This design comes from an exercise in tuning for small area on the open sky130 flow, not from production work. In this exercise RTL edits were held to simulation tests only and were not proved equivalent to the original.

==> flow/design.v (outline; a module is shown in full before it is edited, if it fits) <==
// module butterfly_unit: 2185 lines
// module bu_fa: 4 lines
// module bu_xnor: 3 lines
// module bu_or: 3 lines
module butterfly_unit #(
    parameter Q_IN    = 15,
    parameter Q_DATA = 15,
    parameter Q_OUT   = 15
)(
    input  wire clk,
    input  wire reset,
    input  wire valid_in,
    input  wire signed [Q_IN:0]    a_real, a_imag,
    input  wire signed [Q_IN:0]    b_real, b_imag,
    input  wire signed [Q_DATA:0] W_real, W_imag,
    output reg valid_out,
    output reg signed [Q_OUT:0]   y0_real, y0_imag,
    output reg signed [Q_OUT:0]   y1_real, y1_imag
);
  // ...
==> flow/flow/run.sh <==
#!/bin/bash
set -o pipefail
export BUFFER_PORTS_ARGS="-buffer_cell sky130_fd_sc_hd__buf_1"
export GPL_KEEP_OVERFLOW=0
bash standard.sh > standard.log 2>&1
==> flow/standard.sh <==
#!/bin/bash
# synth_recipe.tcl (not shown) runs the flow's synth.tcl, then flattens the netlist and writes it again
# the make line also repeats each setting of config.mk as NAME=value (left out here)
make -C /OpenROAD-flow-scripts/flow DESIGN_CONFIG=/design/flow/config.mk WORK_HOME=/design/flow/orfs CLKGATE_MAP_FILE= SYNTH_SCRIPT=/design/flow/synth_recipe.tcl "${@:-finish}"
==> flow/config.mk <==
export PLATFORM = sky130hd
export DESIGN_NAME = butterfly_unit
export DESIGN_NICKNAME = butterfly_unit
export VERILOG_FILES = /design/flow/design.v
export SDC_FILE = /design/flow/constraint.sdc
export NUM_CORES = 4
export LEC_CHECK = 0
export CAP_MARGIN = 20
export CORE_MARGIN = 2
export CORE_UTILIZATION = 40
export CTS_BUF_LIST = sky130_fd_sc_hd__clkbuf_8
export CTS_CLUSTER_DIAMETER = 150
export CTS_CLUSTER_SIZE = 50
export PLACE_DENSITY = 0.6
export SLEW_MARGIN = 20
export SYNTH_HIERARCHICAL = 1
==> flow/constraint.sdc <==
create_clock -name core_clock -period 20.0 [get_ports {clk}]
set_input_delay 4.0000 -clock core_clock [delete_from_list [all_inputs] [get_ports {clk}]]
set_output_delay 4.0000 -clock core_clock [all_outputs]
set_load 0.01 [all_outputs]
==> run summary, run 1 <==
status=finished clean; vias in the first global route=17500; sequential cell area share=6.67%; largest net degree at the start of global routing=56; CTS sink cnt=63; Slew Limit Fails=0; register area share after synthesis=7.10%; gpl congestion=0.903; sum of buffers and inverters on the critical path=2; grt met2 use=39.0%; Max Root-Sink Buffers=2; Hold Crit Start=y1_imag[11]; Synth Area in XOR/XNOR=18.1%; # hold bufs at CTS=0; slew of the pin with the lowest slew margin=1.03 ns; Final Instance Area=0.0236 mm2; FF-to-FF path depth=1; Netlist cell types=49; Worst setup SP type=input pin; CP max FO=34; crit path time final=19.45 ns; Final period util=97.3%; synth top area cells=fa_1 (44%), a22oi_1 (12%), xor2_1 (8.9%), xnor2_1 (8.9%), dfrtp_1 (7.0%); synthesized flop and latch total=63; adder and majority cell fraction of the synthesized area=46.3%; TAP cells=704; fill count=5196; fraction of area in multi-input gates=83.7%
==> run 2, diff against run 1 <==
--- a/flow/config.mk
+++ b/flow/config.mk
@@ -9,8 +9,6 @@
 export CORE_MARGIN = 2
 export CORE_UTILIZATION = 40
 export CTS_BUF_LIST = sky130_fd_sc_hd__clkbuf_8
-export CTS_CLUSTER_DIAMETER = 150
-export CTS_CLUSTER_SIZE = 50
 export PLACE_DENSITY = 0.6
 export SLEW_MARGIN = 20
 export SYNTH_HIERARCHICAL = 1
==> run 2 against run 1 <==
Effect of this change:
- critical path type unchanged
- critical endpoint unchanged
- utilization did not move
- highest routed layer unchanged
- hold slack did not move
- sequential share of layout area did not move
- first-iteration DRC count did not move
- critical path depth did not move
- via count did not move
- clock skew did not move
- fmax did not move
- synthesized cell count did not move
==> run summary, run 2 <==
status=finished clean; die area=0.0573 mm2; DRT Wirelength=64.7 mm; DP Cell Count=2754; TritonCTS clock tree=done; Site Rows=86; # nets final=2688; first-pass GRT wire length=102 mm; Max Cap Viol=0; registers with the most flip-flops=y0_imag x16, y1_real x16; Final period util=97.3% (unchanged); Hold Slack=0.509 ns; H-tree lvl count=3; adder and majority cell fraction of the synthesized area=46.3% (unchanged); Most Frequent Cell on Critical Path=fa_1; RSZ-0062 raised after global routing=no; proportion of synthesized area in mux cells=3.73%; Wirelength per Cell=23.3 um; Routed Antenna Nets=0; Syn Area/Cell=10.8 um2; HP Class=flip-flop to flip-flop; Synth Net Count=2674; fill count=5196 (unchanged); Syn Inst Count=2047; gpl congestion=0.903 (unchanged); Initial DRC Count=1159; Max Root-Sink Buffers=2 (unchanged); CP max FO=34 (unchanged); reg2reg start=y1_imag[4]; crit path DAT=19.69 ns; HPWL after DPL=56.6 mm; Die H=239 um; area leader, netlist=fa_1; slew of the pin with the lowest slew margin=1.03 ns (unchanged); Hold Crit Start=y1_imag[11]; Slew Limit Fails=0 (unchanged); post-synthesis cell area=0.0221 mm2; Netlist cell types=49 (unchanged); vias in the first global route=17500 (unchanged); commonest non-fill, non-tap cell in the layout=fa_1; count leader, synth=fa_1; most frequent cells in the layout=fa_1 (469), a22oi_1 (355), xor2_1 (225); Setup Fix Bufs, Post-CTS=0; GRT overflow=0; post-synthesis compound-gate area fraction=16.1%; CTS sink cnt=63 (unchanged); layout cells sized above 1=7.74%; largest net degree at the start of global routing=56 (unchanged); Area growth syn-to-layout=6.44%; Layout Cells excl Fill=2772; Post-synth top cells=fa_1 (483), a22oi_1 (355), xor2_1 (225), xnor2_1 (224), clkbuf_1 (102); via/cell ratio=5.85; Synth top area share=43.7%; register area share after synthesis=7.10% (unchanged); clock latency on the worst-skew pair=0.38 ns; Crit. End Element=flip-flop; Clock Pin Slew Worst Setup and Hold Paths=0.09 ns; Fmax=51.4 MHz; Die X=239 um; number of CTS-inserted buffers=9; Final TNS setup=0 ns; asr flop ratio synth=98.4%; drt pass-1 iters=7; yosys warns=7; drc violations=0; EDFF count, synth=0; Worst setup SP type=input pin; # hold bufs at CTS=0 (unchanged); crit path launch=b_real[0]; Required @ worst endpoint=20.24 ns; initial core utilization=40.4%; initial antenna violation count=4; slowest stage cell, crit path=fa_1; core area=0.0549 mm2; max incr delay on CP=0.88 ns; crit path kind=input pin to flip-flop; Post-Synth Simple-Gate Area=4.16%; Tot GR Track Use=23.2%; # port buffers=163; Via Count=16200; root buffer cell=clkbuf_8; synthesized flop and latch total=63 (unchanged); final hold vios=0; largest family of logic cells by synthesized area=adder cells; crit path time final=19.45 ns (unchanged); Synth Area in XOR/XNOR=18.1% (unchanged); clk_skew=0 ns; Setup violations, final=0; Max-slew headroom=31.2%; synth top area cells=fa_1 (44%), a22oi_1 (12%), xor2_1 (8.9%), xnor2_1 (8.9%), dfrtp_1 (7.0%); Top-Level Pins=164; dominant synthesized flop cell=dfrtp_1
run 2: critical path, delay by kind of cell:
family	cells	cell delay, ns
buf+inv	2	0.35
fa+ha+maj	34	14.21
xor+xnor	4	0.91
compound gates	2	0.19
run 2: repair_timing:
action                                  4_1_cts  5_1_grt
endpoints found under the hold margin         0        0
resized for setup                             0       14
endpoints found under the setup margin        0        4
run 2: per-module statistics from Yosys (local to each module, per instance):
module          area (um2)  times used  cells  flops+latches
butterfly_unit       11900           1   1486             63
bu_or                 6.26          39      1              0
bu_xnor               8.76          39      1              0
bu_fa                 20.0         483      1              0
run 2: path summary, 6_finish.rpt:
kind | to | slack (ns) | depth (start not counted)
min reg2reg | y1_imag[11] | 0.51 | 1
min in group asynchronous | y1_real[15] | 3.48 | 2
max | y0_imag[15] | 0.55 | 42
max reg2reg | y1_imag[4] | 19.15 | 1
max in group asynchronous | y1_imag[1] | 15.99 | 3
min | y1_imag[11] | 0.51 | 1
run 2: metal layers:
metal / up-vias / track usage [%] / wire (um) / share of wire [%]
li1: 7081 / - / - / -
met1: 8540 / 31.5 / 27800 / 43
met2: 498 / 39.0 / 31100 / 48
met3: 92 / 3.65 / 4200 / 6.5
met4: 6 / 5.38 / 1550 / 2.4
met5: - / 0 / 41 / 0.063
run 2: area by class of cell:
type | instances | area, um2 | share of cell area [%]
Inverter | 83 | 314 | 1.33
Timing Repair Buffer | 180 | 847 | 3.59
Sequential cell | 63 | 1570 | 6.67
Clock inverter | 6 | 90.1 | 0.382
Tap cell | 704 | 881 | 3.74
Multi-Input combinational cell | 1724 | 19700 | 83.7
Antenna cell | 2 | 5.00 | 0.0212
Clock buffer | 10 | 138 | 0.584
run 2: per-stage QoR:
step / utilization [%] / setup slack (ns) / area [um2]
after global placement: 41.8 / -1.19 / 22900
after detailed placement: 42.4 / -0.374 / 23300
after global routing: 42.9 / 0.00654 / 23600
after CTS: 42.8 / 0.0442 / 23500
final: 43.0 / 0.549 / 23600
after floorplan: - / 0.903 / 22100
run 2: cells by family (layout without fill, tap and decap cells):
logic type,after synthesis,in the layout
multiplexers,75,75
AND/OR/NAND/NOR,166,166
flip-flops,63,63
AO/OA/AOI/OAI,501,501
other,0,2
XOR/XNOR,452,452
buffers and inverters,260,279
adder cells (fa/ha/maj),530,530
==> run 3, diff against run 2 <==
==> flow/flow/run.sh (replaced) <==
#!/bin/bash
set -o pipefail
export BUFFER_PORTS_ARGS="-buffer_cell sky130_fd_sc_hd__buf_1"
export GPL_KEEP_OVERFLOW=0
export SETUP_MOVE_SEQUENCE="unbuffer,sizeup,swap"
bash standard.sh > standard.log 2>&1
==> run 3 against run 2 <==
Effect of this change:
- setup slack stayed put
- clock-buffer cell count stayed put
- via count stayed put
- synthesized cell count stayed put
- wire length stayed put
- design area stayed put
- flip-flop and latch count stayed put
- final cell count stayed put
- register-to-register slack hardly changed
- sequential share of layout area stayed put
- critical endpoint unchanged
==> run summary, run 3 <==
most frequent cells in the layout=fa_1 (469), a22oi_1 (355), xor2_1 (225); registers with the most flip-flops=y0_imag x16, y1_real x16; global routing usage on met1=31.5% (unchanged); Slew Limit Fails=0 (unchanged); yosys warns=7 (unchanged); clock latency on the worst-skew pair=0.38 ns (about the same); Hold Crit Depth=1 (unchanged); placed inst area=0.0233 mm2 (unchanged); max incr delay on CP=0.88 ns (about the same); vias in the first global route=17500 (unchanged); drc violations=0 (unchanged); crit path time final=19.45 ns (unchanged); Netlist cell types=49 (unchanged); Final period util=97.3% (unchanged); Site Rows=86 (unchanged); Initial DRC Count=1159 (unchanged); RSZ-0062 raised after global routing=no; Setup violations, final=0 (unchanged); Synth top area share=43.7% (unchanged); post-synthesis cell area=0.0221 mm2 (unchanged); root buffer cell=clkbuf_8; Max Cap Viol=0 (unchanged); crit path DAT=19.69 ns (about the same); Tot GR Track Use=23.2% (unchanged); synthesized flop and latch total=63 (unchanged); status=finished clean; Max Root-Sink Buffers=2 (unchanged); DRT Wirelength=64.7 mm (unchanged); initial antenna violation count=4 (unchanged); asr flop ratio synth=98.4% (unchanged); GRT overflow=0 (unchanged); TritonCTS clock tree=done; EDFF count, synth=0 (unchanged); Wirelength per Cell=23.3 um (unchanged); Syn Area/Cell=10.8 um2 (unchanged); Synth Net Count=2674 (unchanged); drt pass-1 iters=7 (unchanged); die area=0.0573 mm2 (unchanged); Most Frequent Cell on Critical Path=fa_1; initial core utilization=40.4% (unchanged); Routed Antenna Nets=0 (unchanged); clk_skew=0 ns (unchanged); slowest stage cell, crit path=fa_1; area leader, netlist=fa_1; grt met2 use=39.0% (unchanged); count leader, synth=fa_1; grt peak-use layer=met2; Die X=239 um (unchanged); crit path kind=input pin to flip-flop; HPWL after DPL=56.6 mm (unchanged); via/cell ratio=5.85 (unchanged); grt met3 use=3.65% (unchanged); Crit. End Element=flip-flop; FF-to-FF path depth=1 (unchanged); commonest non-fill, non-tap cell in the layout=fa_1; slew of the pin with the lowest slew margin=1.03 ns (unchanged); synth top area cells=fa_1 (44%), a22oi_1 (12%), xor2_1 (8.9%), xnor2_1 (8.9%), dfrtp_1 (7.0%); CTS sink cnt=63 (unchanged); dominant synthesized flop cell=dfrtp_1; largest net degree at the start of global routing=56 (unchanged); Final Instance Area=0.0236 mm2 (unchanged); fill count=5196 (unchanged); number of CTS-inserted buffers=9 (unchanged); register area share after synthesis=7.10% (unchanged); Syn Inst Count=2047 (unchanged); Setup Fix Bufs, Post-CTS=0 (unchanged); HP Class=flip-flop to flip-flop; gpl congestion=0.903 (unchanged); Post-synth top cells=fa_1 (483), a22oi_1 (355), xor2_1 (225), xnor2_1 (224), clkbuf_1 (102); # port buffers=163 (unchanged); Max-slew headroom=31.2% (unchanged); final hold vios=0 (unchanged); Clock Pin Slew Worst Setup and Hold Paths=0.09 ns (about the same); Top-Level Pins=164 (unchanged); Fmax=51.4 MHz (unchanged); # nets final=2688 (unchanged); CP max FO=34 (unchanged); H-tree lvl count=3 (unchanged); Worst setup SP type=input pin; Area growth syn-to-layout=6.44% (unchanged); Via Count=16200 (unchanged); layout cells sized above 1=7.74% (unchanged); Die H=239 um (unchanged); Required @ worst endpoint=20.24 ns (about the same); first-pass GRT wire length=102 mm (unchanged); core area=0.0549 mm2 (unchanged); Final TNS setup=0 ns (unchanged)
run 3: through the flow:
| step | setup WS (ns) | hold WS [ns] | std cells | utilization, % |
|---|---|---|---|---|
| after floorplan | 0.903 | 0.551 | 2047 | - |
| after global placement | -1.19 | 0.491 | 2737 | 41.8 |
| after detailed placement | -0.374 | 0.495 | 2754 | 42.4 |
| after CTS | 0.0442 | 0.513 | 2770 | 42.8 |
| after global routing | 0.00654 | 0.534 | 2771 | 42.9 |
| final | 0.549 | 0.509 | 2772 | 43.0 |
run 3: final timing paths:
path / from / slack (ns) / end
setup / recovery: b_real[0] / 0.55 / y0_imag[15]
hold reg to reg: y1_imag[11] / 0.51 / y1_imag[11]
setup reg to reg: y1_imag[4] / 19.15 / y1_imag[4]
min in group asynchronous: reset / 3.48 / y1_real[15]
hold / removal: y1_imag[11] / 0.51 / y1_imag[11]
max in group asynchronous: reset / 15.99 / y1_imag[1]
run 3: modules after synthesis (local to each module, per instance):
module | cell area, um2 | copies in the design | flops+latches | cells inside
bu_fa | 20.0 | 483 | 0 | 1
bu_or | 6.26 | 39 | 0 | 1
bu_xnor | 8.76 | 39 | 0 | 1
butterfly_unit | 11900 | 1 | 63 | 1486
run 3: area by class of cell:
class	count	area, um2	share of cell area [%]
clock buffers	10	138	0.584
diodes	2	5.00	0.0212
clock inverters	6	90.1	0.382
repair buffers	180	847	3.59
flip-flops and latches	63	1570	6.67
inverters	83	314	1.33
multi-input cells	1724	19700	83.7
well taps	704	881	3.74
run 3: repair_timing:
action | CTS | global route
hold buffers | 0 | 0
gates resized for setup | 0 | 14
endpoints found under the setup margin | 0 | 4
run 3: per-layer routing:
| metal | part of all wire, % | wire length [um] | up-vias |
|---|---|---|---|
| met2 | 48 | 31100 | 498 |
| li1 | - | - | 7081 |
| met4 | 2.4 | 1550 | 6 |
| met5 | 0.063 | 41 | - |
| met1 | 43 | 27800 | 8540 |
| met3 | 6.5 | 4200 | 92 |
run 3: critical path, delay by kind of cell:
family | cells | cell delay, ns
AO/OA/AOI/OAI | 2 | 0.19
XOR/XNOR | 4 | 0.91
adder cells (fa/ha/maj) | 34 | 14.21
buffers and inverters | 2 | 0.35
run 3: cell families after synthesis:
kind of cell,count (synthesis),share of synthesized area [%]
AO/OA/AOI/OAI,501,16.1
XOR/XNOR,452,18.1
adder cells (fa/ha/maj),530,46.3
buffers and inverters,260,4.56
flip-flops,63,7.10
multiplexers,75,3.73
AND/OR/NAND/NOR,166,4.16

-- static timing again, ports no longer ideal --
In the flow no input, the clock included, has a driving cell. The finished layouts below were timed again as built, in two steps. Step 1: set_driving_cell puts a clkbuf_16 on clk and a buf_2 on each other input, an assumption about the parent block. Step 2 times the ports against the registers' clock, not the clock port: input delays grow and output delays shrink by t, the midpoint of the rising clock arrivals with the driver on. a / b / c = no drivers / after step 1 / after step 2; a / b = the first two.
run	shift t [ns]	slack for setup (ns)	slew at the worst register clock pin (ns)	worst slew at a driven data input, ns
run 1	0.420	0.549 / 0.545 / 0.125	0.09 / 0.09	0.13
run 2	0.420	0.549 / 0.545 / 0.125	0.09 / 0.09	0.13
run 3	0.420	0.549 / 0.545 / 0.125	0.09 / 0.09	0.13
After both steps every run listed still meets setup and hold.
